This is an optimization exercise on Yosys and OpenROAD, whose aim is small area, a short achievable clock period and few clock cycles per item, not a production implementation.
The RTL was checked by simulation tests, not by an equivalence proof against the original design.

Design INV, start of the top module:
module INV #(
    parameter DATA_W    = 32,
    parameter INT_BITS  = 8,
    parameter FRAC_BITS = 24,
    parameter N_ITER    = 3
)(
    input  wire                 clk,
    input  wire                 rstn,
    input  wire                 start,
    input  wire [DATA_W-1:0]    dd,      
    output wire [DATA_W-1:0]    q,       
    output reg                  done
);
Size in the first run: ~3200 cells after synthesis, about 85 flip-flops, roughly 68 I/O pins, ~0.026 sq mm of cells after synthesis.
clock: 12.0 ns
lec_check: 0
abc_area: 1
cap_margin: 20
core_margin: 2
core_utilization: 40
slew_margin: 20
synth_hierarchical: 1
synth_minimum_keep_size: 0
setup_slack_margin: 5.7
standard.sh (not shown) runs the stock make flow with config.mk's settings and CLKGATE_MAP_FILE= SYNTH_SCRIPT=/design/flow/synth_recipe.tcl, a recipe that flattens the netlist after the stock synthesis.
==> flow/flow/run.sh <==
#!/bin/bash
set -euo pipefail
cat >> config.mk <<'EOC'
export SETUP_SLACK_MARGIN = 5.7
EOC
bash standard.sh > standard_flow.log 2>&1
The baseline completed with no timing, DRC or antenna violations.
Testbench counts at the start, summed over its fixed seeds: cycles 9,600, items 1,600.
Next try:
==> flow/flow/run.sh (replaced) <==
#!/bin/bash
set -euo pipefail
cat >> config.mk <<'EOC'
export SETUP_SLACK_MARGIN = 5.4
EOC
bash standard.sh > standard_flow.log 2>&1
- SETUP_SLACK_MARGIN: 5.7 -> 5.4
The new run finished with timing, DRC and antenna clean.
Sequential share of layout area goes up by 0.16 points.
Global-route usage fell by 0.14 points.
Critical path depth shrinks by 2.
Worst setup slack is worse by 280 ps.
Utilization goes down by 2.1 points.
Next try:
==> flow/flow/run.sh (replaced) <==
#!/bin/bash
set -euo pipefail
cat >> config.mk <<'EOC'
export SETUP_SLACK_MARGIN = 6.1
EOC
bash standard.sh > standard_flow.log 2>&1
- SETUP_SLACK_MARGIN: 5.4 -> 6.1
Effect: Clock skew is about the same; global-route usage increases by 2.1 points; maximum frequency rose by 6.3%; synthesized area does not change; wire length increases by 8.9%; non-clock buffer count increases by 66; utilization went up by 3.9 points; design area came out higher by 9.1%.
Next try:
==> flow/flow/run.sh (replaced) <==
#!/bin/bash
set -euo pipefail
cat >> config.mk <<'EOC'
export SETUP_SLACK_MARGIN = 5.5
EOC
bash standard.sh > standard_flow.log 2>&1
- SETUP_SLACK_MARGIN: 6.1 -> 5.5
Result: Wire length decreases by 7.9%. Design area decreases by about 7.5%. Setup slack degrades by 220 ps. Final cell count decreases by 1.7%. Synthesized cell count does not change. Critical path depth decreases by 1. Count of clock-buffer cells in the layout stays the same. Via count decreases by about 3.8%.
Next try:
==> flow/run.sh (new file) <==
#!/bin/bash
# synth_recipe.tcl (not shown) runs the flow's synth.tcl, then flattens the netlist and writes it again
# the make line also repeats each setting of config.mk as NAME=value (left out here)
make -C /OpenROAD-flow-scripts/flow DESIGN_CONFIG=/design/flow/config.mk WORK_HOME=/design/flow/orfs CLKGATE_MAP_FILE= SYNTH_SCRIPT=/design/flow/synth_recipe.tcl finish
- SETUP_SLACK_MARGIN: 5.5 -> 5
removed: flow/flow/run.sh
removed: flow/standard.sh
Effect: Setup slack is worse by 410 ps; final area fell by 2.1%; utilization fell by 0.93 points; sequential share of layout area barely changes; synthesized cell count stays the same.
Next try:
- ABC_AREA: 1 -> default
The changed run ran to the end with no violations.
Final cell count drops by 15%.
Via count drops by 5.0%.
Worst setup slack is worse by 260 ps.
Wire length climbs by 3.6%.

========
Starting RTL as in the previous note.
Settings: LEC_CHECK=0, CAP_MARGIN=20, CORE_MARGIN=2, CORE_UTILIZATION=40, SLEW_MARGIN=20, SYNTH_HIERARCHICAL=1, SYNTH_MINIMUM_KEEP_SIZE=0, SETUP_SLACK_MARGIN=6.0; clock period 12.0 ns.
==> flow/flow/run.sh <==
#!/bin/bash
set -euo pipefail
cat >> config.mk <<'EOC'
export SETUP_SLACK_MARGIN = 6.0
EOC
bash standard.sh > standard_flow.log 2>&1
The baseline passed the timing, design-rule and antenna checks.
Testbench counts at the start, summed over its fixed seeds: cycles 9,600, items 1,600.
Next try:
--- a/flow/flow/run.sh
+++ b/flow/flow/run.sh
@@ -4 +4 @@
-export SETUP_SLACK_MARGIN = 6.0
+export SETUP_SLACK_MARGIN = 5.3
--- a/flow/config.mk
+++ b/flow/config.mk
@@ -7,0 +8 @@
+export ABC_AREA = 1
@@ -14 +15 @@
-export SETUP_SLACK_MARGIN = 6.0
+export SETUP_SLACK_MARGIN = 5.3
Effect:
- cell area is lower by 11%
- non-clock buffer count is lower by 194
- global-route usage fell by 4.4 points
- utilization falls by 6.6 points
- wire length shrinks by 15%
- setup slack got worse by 200 ps
- worst hold slack degrades by 23 ps
- cell count is higher by 11%
- area after synthesis climbs by 1.6%
- clock-buffer cell count stays the same

## separate check: timing with driven ports
The results above use ideal ports. As a check the final layouts listed here were re-extracted and re-timed, cells and wires unchanged.
Step 1 sets driving cells, clkbuf_16 on the clock port and buf_2 on the other inputs (assumed; they add their load-dependent delay and slew).
Step 2 also shifts input and output timing later by t, the mid clock arrival at the registers, as if the neighbouring blocks saw the same clock.
Slacks: ideal ports / drivers / drivers and shift; pairs: ideal ports / drivers.
| run | t, ns | setup slack, ns | clock arrival spread, ns | pins driven straight from the clock port |
|---|---|---|---|---|
| the first run of note 1 | 0.398 | 5.846 / 5.846 / 5.846 | 0.010 / 0.011 | 1 |
| the second run of note 1 | 0.397 | 5.564 / 5.564 / 5.564 | 0.010 / 0.010 | 1 |
| the third run of note 1 | 0.401 | 5.946 / 5.946 / 5.946 | 0.011 / 0.012 | 1 |
| the fourth run of note 1 | 0.395 | 5.724 / 5.724 / 5.724 | 0.011 / 0.012 | 1 |
| the fifth run of note 1 | 0.396 | 5.316 / 5.316 / 5.316 | 0.011 / 0.011 | 1 |
| the sixth run of note 1 | 0.401 | 5.061 / 5.061 / 5.061 | 0.017 / 0.018 | 1 |
| the first run of note 2 | 0.390 | 5.747 / 5.747 / 5.747 | 0.014 / 0.015 | 1 |
| the second run of note 2 | 0.400 | 5.545 / 5.545 / 5.545 | 0.011 / 0.011 | 1 |
After both steps setup and hold are still met in every run listed.
